Context: an optimization exercise on an open-source flow, tuned for small area. The choices shown serve that exercise and are no tape-out recipe. Only simulation tests tie the RTL to the original design; equivalence was not proved. No driver is modelled on the clock port, so clock power and skew are understated where the tree is cut down; a real chip needs a root buffer or a tree. Power and IR drop assume default switching activity.

==> v26 <==
==> flow/design.v (excerpt) <==
module system(
	input logic CLOCK_50,
	input logic RESET_N,
	input logic KEY0,
	input logic [3:0] COLUMN_N,
	output logic [3:0] ROW_N,
	output logic [7:0] LEDG,
	output logic [7:0] LEDR,
	output logic [6:0] HEX0,
	output logic [6:0] HEX1,
	output logic [6:0] HEX2,
	output logic [6:0] HEX4,
	output logic [6:0] HEX5,
	output logic [6:0] HEX6
	);
==> module filter, before the edit <==
module filter(
	input logic clk,
	input logic reset,
	input logic released,
	input logic passThrough,
	input logic [1:0] selector,
	input logic [3:0] key,
	output logic [5:0] filtered
	);
logic released_q;
always_ff @(posedge clk)
	released_q <= released;
always_ff @(posedge clk)
	if (!reset)
		filtered <= 6'b 001111;
	else if (released & ~released_q & (passThrough | (selector == 2'b 11 && key == 4'b 1101)))
		filtered <= {selector,key};
endmodule
==> module operator, before the edit <==
module operator (
    input  logic       enable,
    input  logic [3:0] val0,
    input  logic [3:0] operation,
    input  logic [3:0] val1,
    output logic       negative,
    output logic [6:0] hex0,
    output logic [6:0] hex1
    );
wire en = enable;
wire [3:0] a = val0, b = val1, op = operation;
wire mul = op == 4'hA;
wire sub = op == 4'hB;
function [6:0] seg(input [3:0] x);
  case (x)
    4'd0: seg = 7'b1000000; 4'd1: seg = 7'b1111001; 4'd2: seg = 7'b0100100; 4'd3: seg = 7'b0110000;
    4'd4: seg = 7'b0011001; 4'd5: seg = 7'b0010010; 4'd6: seg = 7'b0000010; 4'd7: seg = 7'b1111000;
    4'd8: seg = 7'b0000000; 4'd9: seg = 7'b0010000; default: seg = 7'b1111111;
  endcase
endfunction
wire [3:0] bx = sub ? ~b : b;
wire [4:0] t = a + bx + sub;       
wire lt = sub & ~t[4];
wire [3:0] dn = ~t[3:0] + 4'd1;    
wire [4:0] as = lt ? {1'b0, dn} : sub ? {1'b0, t[3:0]} : t;
wire [7:0] p = a * b;
wire [7:0] V = mul ? p : {3'b0, as};
reg [7:0] bcd;
integer i;
always @* begin
  bcd = 0;
  for (i = 0; i < 8; i = i + 1) begin
    bcd = {bcd[6:0], V[7-i]};
    if (i < 7 && bcd[3:0] > 4) bcd[3:0] = bcd[3:0] + 3;
    if (i < 7 && bcd[7:4] > 4) bcd[7:4] = bcd[7:4] + 3;
  end
end
wire hib = ~en | (bcd[7:4] == 0) | lt;
assign hex0 = en ? seg(bcd[3:0]) : 7'h7f;
assign hex1 = hib ? 7'h7f : seg(bcd[7:4]);
assign negative = ~(en & lt);
endmodule
Settings: LEC_CHECK=0, CAP_MARGIN=20, CORE_MARGIN=2, CORE_UTILIZATION=40, SLEW_MARGIN=20; clock period 12.0 ns.
standard.sh (not shown) runs the stock make flow with config.mk's settings and CLKGATE_MAP_FILE= SYNTH_SCRIPT=/design/flow/synth_recipe.tcl, a recipe that flattens the netlist after the stock synthesis.
==> flow/flow/run.sh <==
#!/bin/bash
# Standard ORFS layout with: area-oriented synthesis mapping (my_synth.tcl),
# small port buffers, and a one-level clock tree (cts_pre.tcl).
set -euo pipefail
HERE=$(pwd)
export FLOW_FLOW_ABC_SCRIPT=$HERE/flow/area.abc
bash standard.sh \
  SYNTH_SCRIPT=$HERE/flow/my_synth.tcl \
  "BUFFER_PORTS_ARGS=-buffer_cell sky130_fd_sc_hd__buf_1" \
  PRE_CTS_TCL=$HERE/flow/cts_pre.tcl \
  finish > flow_make.log 2>&1
==> flow/flow/area.abc <==
strash
 balance
 rewrite
 refactor
 balance
 rewrite
 rewrite -z
 balance
 refactor -z
 rewrite -z
 balance
 balance -l
 resub -K 6 -l
 rewrite -l
 resub -K 6 -N 2 -l
 refactor -l
 resub -K 8 -l
 balance -l
 resub -K 8 -N 2 -l
 rewrite -l
 resub -K 10 -l
 rewrite -z -l
 resub -K 10 -N 2 -l
 balance -l
 resub -K 12 -l
 refactor -z -l
 resub -K 12 -N 2 -l
 rewrite -z -l
 balance -l
 &get -n
 &deepsyn -T 30
 &put
 dch -f
 amap
 topo
 stime -c
==> flow/flow/cts_pre.tcl <==
# Sourced by ORFS's cts.tcl just before clock tree synthesis (PRE_CTS_TCL).
# Replaces TritonCTS with a one-level tree: the clock port drives three
# clkbuf_16 buffers, each driving one placement cluster of flip-flops.
source [file join [file dirname [info script]] my_cts.tcl]
proc clock_tree_synthesis { args } {
  my_clock_tree 3 sky130_fd_sc_hd__clkbuf_16
  set_propagated_clock [all_clocks]
}
==> flow/flow/my_cts.tcl <==
# Clock tree: the clock port drives a few clock buffers directly, each
# buffer drives one cluster of flip-flops (k-means on their placement).
# Every flip-flop sits behind exactly one buffer of the same type.
proc my_clock_tree { nclusters bufcell } {
  set block [ord::get_db_block]
  set db [ord::get_db]
  set clknet [$block findNet CLOCK_50]
  set sinks {}
  foreach it [$clknet getITerms] {
    if { [$it isInputSignal] } { lappend sinks $it }
  }
  set n [llength $sinks]
  set xs {}; set ys {}
  foreach it $sinks {
    set inst [$it getInst]
    set bb [$inst getBBox]
    lappend xs [expr { ([$bb xMin] + [$bb xMax]) / 2.0 }]
    lappend ys [expr { ([$bb yMin] + [$bb yMax]) / 2.0 }]
  }
  # k-means, deterministic start: sinks sorted by angle around the centroid
  set cx 0.0; set cy 0.0
  for {set i 0} {$i < $n} {incr i} { set cx [expr {$cx + [lindex $xs $i]}]; set cy [expr {$cy + [lindex $ys $i]}] }
  set cx [expr {$cx / $n}]; set cy [expr {$cy / $n}]
  set order {}
  for {set i 0} {$i < $n} {incr i} {
    lappend order [list $i [expr {atan2([lindex $ys $i] - $cy, [lindex $xs $i] - $cx)}]]
  }
  set order [lsort -real -index 1 $order]
  set assign [lrepeat $n 0]
  for {set k 0} {$k < $n} {incr k} {
    lset assign [lindex $order $k 0] [expr {$k * $nclusters / $n}]
  }
  for {set iter 0} {$iter < 50} {incr iter} {
    set mx [lrepeat $nclusters 0.0]; set my [lrepeat $nclusters 0.0]; set mc [lrepeat $nclusters 0]
    for {set i 0} {$i < $n} {incr i} {
      set c [lindex $assign $i]
      lset mx $c [expr {[lindex $mx $c] + [lindex $xs $i]}]
      lset my $c [expr {[lindex $my $c] + [lindex $ys $i]}]
      lset mc $c [expr {[lindex $mc $c] + 1}]
    }
    for {set c 0} {$c < $nclusters} {incr c} {
      if {[lindex $mc $c] > 0} {
        lset mx $c [expr {[lindex $mx $c] / [lindex $mc $c]}]
        lset my $c [expr {[lindex $my $c] / [lindex $mc $c]}]
      }
    }
    # balanced assignment: each cluster takes at most ceil(n/k) sinks, greedy by distance
    set cap [expr {($n + $nclusters - 1) / $nclusters}]
    set pairs {}
    for {set i 0} {$i < $n} {incr i} {
      for {set c 0} {$c < $nclusters} {incr c} {
        set d [expr {abs([lindex $xs $i] - [lindex $mx $c]) + abs([lindex $ys $i] - [lindex $my $c])}]
        lappend pairs [list $d $i $c]
      }
    }
    set pairs [lsort -real -index 0 $pairs]
    set newassign [lrepeat $n -1]
    set cnt [lrepeat $nclusters 0]
    foreach p $pairs {
      lassign $p d i c
      if {[lindex $newassign $i] >= 0} continue
      if {[lindex $cnt $c] >= $cap} continue
      lset newassign $i $c
      lset cnt $c [expr {[lindex $cnt $c] + 1}]
    }
    if {$newassign == $assign} break
    set assign $newassign
  }
  set master [$db findMaster $bufcell]
  for {set c 0} {$c < $nclusters} {incr c} {
    set inst [odb::dbInst_create $block $master "clkbuf_leaf_$c"]
    set net [odb::dbNet_create $block "clknet_leaf_$c"]
    $net setSigType CLOCK
    [$inst findITerm A] connect $clknet
    [$inst findITerm X] connect $net
    $inst setLocation [expr {int([lindex $mx $c])}] [expr {int([lindex $my $c])}]
    $inst setPlacementStatus PLACED
  }
  for {set i 0} {$i < $n} {incr i} {
    set it [lindex $sinks $i]
    set net [$block findNet "clknet_leaf_[lindex $assign $i]"]
    $it disconnect
    $it connect $net
  }
  puts "my_clock_tree: $n sinks in $nclusters clusters of $bufcell"
}
==> flow/flow/my_synth.tcl <==
# The standard flow's synthesis (synth_recipe.tcl), with two changes to the mapping only:
# no full/half-adder extraction, and an area-oriented ABC script.
# Registers are inferred and mapped exactly as in the standard synthesis.
proc synth {args} { yosys synth -nofsm -noshare {*}$args }
proc extract_fa {args} { puts "extract_fa skipped" }
proc abc {args} {
  set i [lsearch -exact $args -script]
  if { $i >= 0 } { lset args [expr { $i + 1 }] $::env(FLOW_FLOW_ABC_SCRIPT) }
  yosys abc {*}$args
}
source $::env(SCRIPTS_DIR)/synth.tcl
# left out here: clear keep_hierarchy, flatten, clean up, hide names made inside functions, write 1_2_yosys.v
==> v28 (differences from v26) <==
--- a/flow/design.v
+++ b/flow/design.v
@@ -144,11 +144,18 @@
 	);
 logic released_q;
+logic [1:0] state_q;
+logic [3:0] key_n;	 
 always_ff @(posedge clk)
 	released_q <= released;
 always_ff @(posedge clk)
-	if (!reset)
-		filtered <= 6'b 001111;
-	else if (released & ~released_q & (passThrough | (selector == 2'b 11 && key == 4'b 1101)))
-		filtered <= {selector,key};
+	if (!reset) begin
+		state_q <= 2'b 00;
+		key_n <= 4'b 0000;
+	end
+	else if (released & ~released_q & (passThrough | (selector == 2'b 11 && key == 4'b 1101))) begin
+		state_q <= selector;
+		key_n <= ~key;
+	end
+assign filtered = {state_q, ~key_n};
 endmodule
 module memory(
@@ -193,5 +200,19 @@
 wire [3:0] dn = ~t[3:0] + 4'd1;    
 wire [4:0] as = lt ? {1'b0, dn} : sub ? {1'b0, t[3:0]} : t;
-wire [7:0] p = a * b;
+function [1:0] fa(input x, y, z); fa = {(x & y) | (x & z) | (y & z), x ^ y ^ z}; endfunction
+wire [3:0] pp0 = a & {4{b[0]}}, pp1 = a & {4{b[1]}}, pp2 = a & {4{b[2]}}, pp3 = a & {4{b[3]}};
+wire [1:0] s10 = fa(pp0[1], pp1[0], 1'b0);
+wire [1:0] s11 = fa(pp0[2], pp1[1], s10[1]);
+wire [1:0] s12 = fa(pp0[3], pp1[2], s11[1]);
+wire [1:0] s13 = fa(1'b0, pp1[3], s12[1]);
+wire [1:0] s20 = fa(s11[0], pp2[0], 1'b0);
+wire [1:0] s21 = fa(s12[0], pp2[1], s20[1]);
+wire [1:0] s22 = fa(s13[0], pp2[2], s21[1]);
+wire [1:0] s23 = fa(s13[1], pp2[3], s22[1]);
+wire [1:0] s30 = fa(s21[0], pp3[0], 1'b0);
+wire [1:0] s31 = fa(s22[0], pp3[1], s30[1]);
+wire [1:0] s32 = fa(s23[0], pp3[2], s31[1]);
+wire [1:0] s33 = fa(s23[1], pp3[3], s32[1]);
+wire [7:0] p = {s33[1], s33[0], s32[0], s31[0], s30[0], s20[0], s10[0], pp0[0]};
 wire [7:0] V = mul ? p : {3'b0, as};
 reg [7:0] bcd;
--- a/flow/flow/run.sh
+++ b/flow/flow/run.sh
@@ -4,8 +4,9 @@
 set -euo pipefail
 HERE=$(pwd)
-export FLOW_FLOW_ABC_SCRIPT=$HERE/flow/area.abc
+export FLOW_FLOW_DIR=$HERE/flow
 bash standard.sh \
   SYNTH_SCRIPT=$HERE/flow/my_synth.tcl \
   "BUFFER_PORTS_ARGS=-buffer_cell sky130_fd_sc_hd__buf_1" \
+  SKIP_REPAIR_TIE_FANOUT=1 \
   PRE_CTS_TCL=$HERE/flow/cts_pre.tcl \
   finish > flow_make.log 2>&1
==> flow/flow/cts_pre.tcl (replaced) <==
source [file join [file dirname [info script]] my_cts.tcl]
proc clock_tree_synthesis { args } {
  my_clock_tree_auto 0.115
}
--- a/flow/flow/my_cts.tcl
+++ b/flow/flow/my_cts.tcl
@@ -85,2 +85,52 @@
   puts "my_clock_tree: $n sinks in $nclusters clusters of $bufcell"
 }
+
+# Undo my_clock_tree: reconnect every sink to the clock port net and remove
+# the leaf buffers and their nets.
+proc my_clock_tree_undo { nclusters } {
+  set block [ord::get_db_block]
+  set clknet [$block findNet CLOCK_50]
+  for {set c 0} {$c < $nclusters} {incr c} {
+    set inst [$block findInst "clkbuf_leaf_$c"]
+    set net [$block findNet "clknet_leaf_$c"]
+    foreach it [$net getITerms] {
+      if { [$it getInst] != $inst } {
+        $it disconnect
+        $it connect $clknet
+      }
+    }
+    odb::dbInst_destroy $inst
+    odb::dbNet_destroy $net
+  }
+}
+
+proc my_worst_clock_slew { } {
+  estimate_parasitics -placement
+  set worst 0
+  foreach pin [get_pins -hierarchical */CLK] {
+    set s [get_property $pin slew_max]
+    if { $s > $worst } { set worst $s }
+  }
+  return $worst
+}
+
+proc my_clock_tree_auto { limit } {
+  set configs {
+    {3 sky130_fd_sc_hd__clkbuf_8}
+    {2 sky130_fd_sc_hd__clkbuf_16}
+    {4 sky130_fd_sc_hd__clkbuf_8}
+    {3 sky130_fd_sc_hd__clkbuf_16}
+  }
+  foreach cfg $configs {
+    lassign $cfg n cell
+    my_clock_tree $n $cell
+    set_propagated_clock [all_clocks]
+    set slew [my_worst_clock_slew]
+    puts "my_clock_tree_auto: $n x $cell, estimated worst clock slew $slew"
+    if { $slew <= $limit } { return }
+    my_clock_tree_undo $n
+  }
+  my_clock_tree 4 sky130_fd_sc_hd__clkbuf_16
+  set_propagated_clock [all_clocks]
+  puts "my_clock_tree_auto: fell back to 4 x clkbuf_16"
+}
==> flow/flow/my_synth.tcl (replaced) <==
# The standard flow's synthesis (synth_recipe.tcl), with changes to the combinational
# mapping only: no full/half-adder extraction, and an area-oriented ABC
# script (AIG rewriting, &deepsyn, area mapping) run with several random
# seeds, of which the one giving the smallest cell area is kept.
# Registers are inferred and mapped exactly as in the standard synthesis.
proc synth {args} { yosys synth -nofsm -noshare {*}$args }
proc extract_fa {args} { puts "extract_fa skipped" }

set ::abc_pre "strash
balance; rewrite; refactor; balance; rewrite; rewrite -z; balance; refactor -z; rewrite -z; balance
balance -l; resub -K 6 -l; rewrite -l; resub -K 6 -N 2 -l; refactor -l; resub -K 8 -l; balance -l; resub -K 8 -N 2 -l; rewrite -l; resub -K 10 -l; rewrite -z -l; resub -K 10 -N 2 -l; balance -l; resub -K 12 -l; refactor -z -l; resub -K 12 -N 2 -l; rewrite -z -l; balance -l"
set ::abc_post "dch -f
amap
topo
stime -c"

proc abc_script { name body } {
  set f [file join $::env(OBJECTS_DIR) $name.script]
  set fh [open $f w]
  puts $fh $body
  close $fh
  return $f
}

proc abc {args} {
  set i [lsearch -exact $args -script]
  set libs {}
  foreach lib $::env(LIB_FILES) { lappend libs -liberty $lib }
  set scripts [list [abc_script abc_plain "$::abc_pre\n$::abc_post"]]
  for {set s 0} {$s < 16} {incr s} {
    lappend scripts [abc_script abc_seed$s "$::abc_pre\n&get -n\n&deepsyn -J 20 -T 60 -S $s\n&put\n$::abc_post"]
  }
  yosys design -save pre_abc
  set best_area 1e30
  set best ""
  foreach script $scripts {
    yosys design -load pre_abc
    lset args [expr { $i + 1 }] $script
    yosys abc {*}$args
    set rpt [file join $::env(OBJECTS_DIR) abc_area.txt]
    yosys tee -q -o $rpt stat {*}$libs
    set fh [open $rpt r]
    set txt [read $fh]
    close $fh
    if { [regexp {Chip area for module '[^']*': ([0-9.]+)} $txt -> area] } {
      puts "abc [file tail $script]: area $area"
      if { $area < $best_area } {
        set best_area $area
        set best $script
        yosys design -save best_abc
      }
    }
  }
  puts "abc kept: [file tail $best] (area $best_area)"
  yosys design -load best_abc
}

source $::env(SCRIPTS_DIR)/synth.tcl
# left out here: clear keep_hierarchy, flatten, clean up, hide names made inside functions, write 1_2_yosys.v
--- a/flow/config.mk
+++ b/flow/config.mk
@@ -8,4 +8,4 @@
 export CAP_MARGIN = 20
 export CORE_MARGIN = 2
-export CORE_UTILIZATION = 40
+export CORE_UTILIZATION = 78
 export SLEW_MARGIN = 20
removed: flow/flow/area.abc
==> summary.txt <==
Run status: v28 complete, no violations; v26 complete, no violations
Fraction of synthesized cell area taken by the top area cell type: v28 39.8%; v26 39.6%
Vias per cell: v28 6.48; v26 5.19
Logic depth of the worst register-to-register path: v28 8; v26 7
Relative contribution of combinational cells to total power: v28 61.4%; v26 62.3%
Count of multi-input gates: v28 402; v26 396
Cells after synthesis: v28 545; v26 543
X dimension of the die: v28 74.5 um; v26 103 um
Tmin final: v28 10.85 ns; v26 10.54 ns
Met3 layer usage reported by global route: v28 3.79%; v26 0.814%
Power dissipated by switching net loads: v28 0.000533 W; v26 0.000550 W
Per-cell routed wire length: v28 16.0 um; v26 11.9 um
Grt met1 use: v28 43.1%; v26 23.1%
In every run of this note, the design's own scripts or RTL, not TritonCTS, make the clock network.

[separate check: timing with driven ports]
The flow's constraints put no driver on any port. The routed layouts listed below were extracted and timed again, unchanged, in two steps.
Step 1, drivers: a clkbuf_16 drives CLOCK_50 and a buf_2 each remaining input, both assumed.
Step 2 times the ports against the registers' clock, not the clock port: input delays grow and output delays shrink by t, the midpoint of the rising clock arrivals with the driver on.
Slacks: ideal / step 1 / step 2; pairs: ideal / step 1.
| run | t, ns | slack for setup (ns) | worst setup path at the end |
|---|---|---|---|
| v26 | 0.209 | 1.458 / 1.402 / 1.611 | register to output |
| v28 | 0.222 | 1.147 / 1.092 / 1.313 | register to output |
After both steps setup and hold are still met in every run listed.
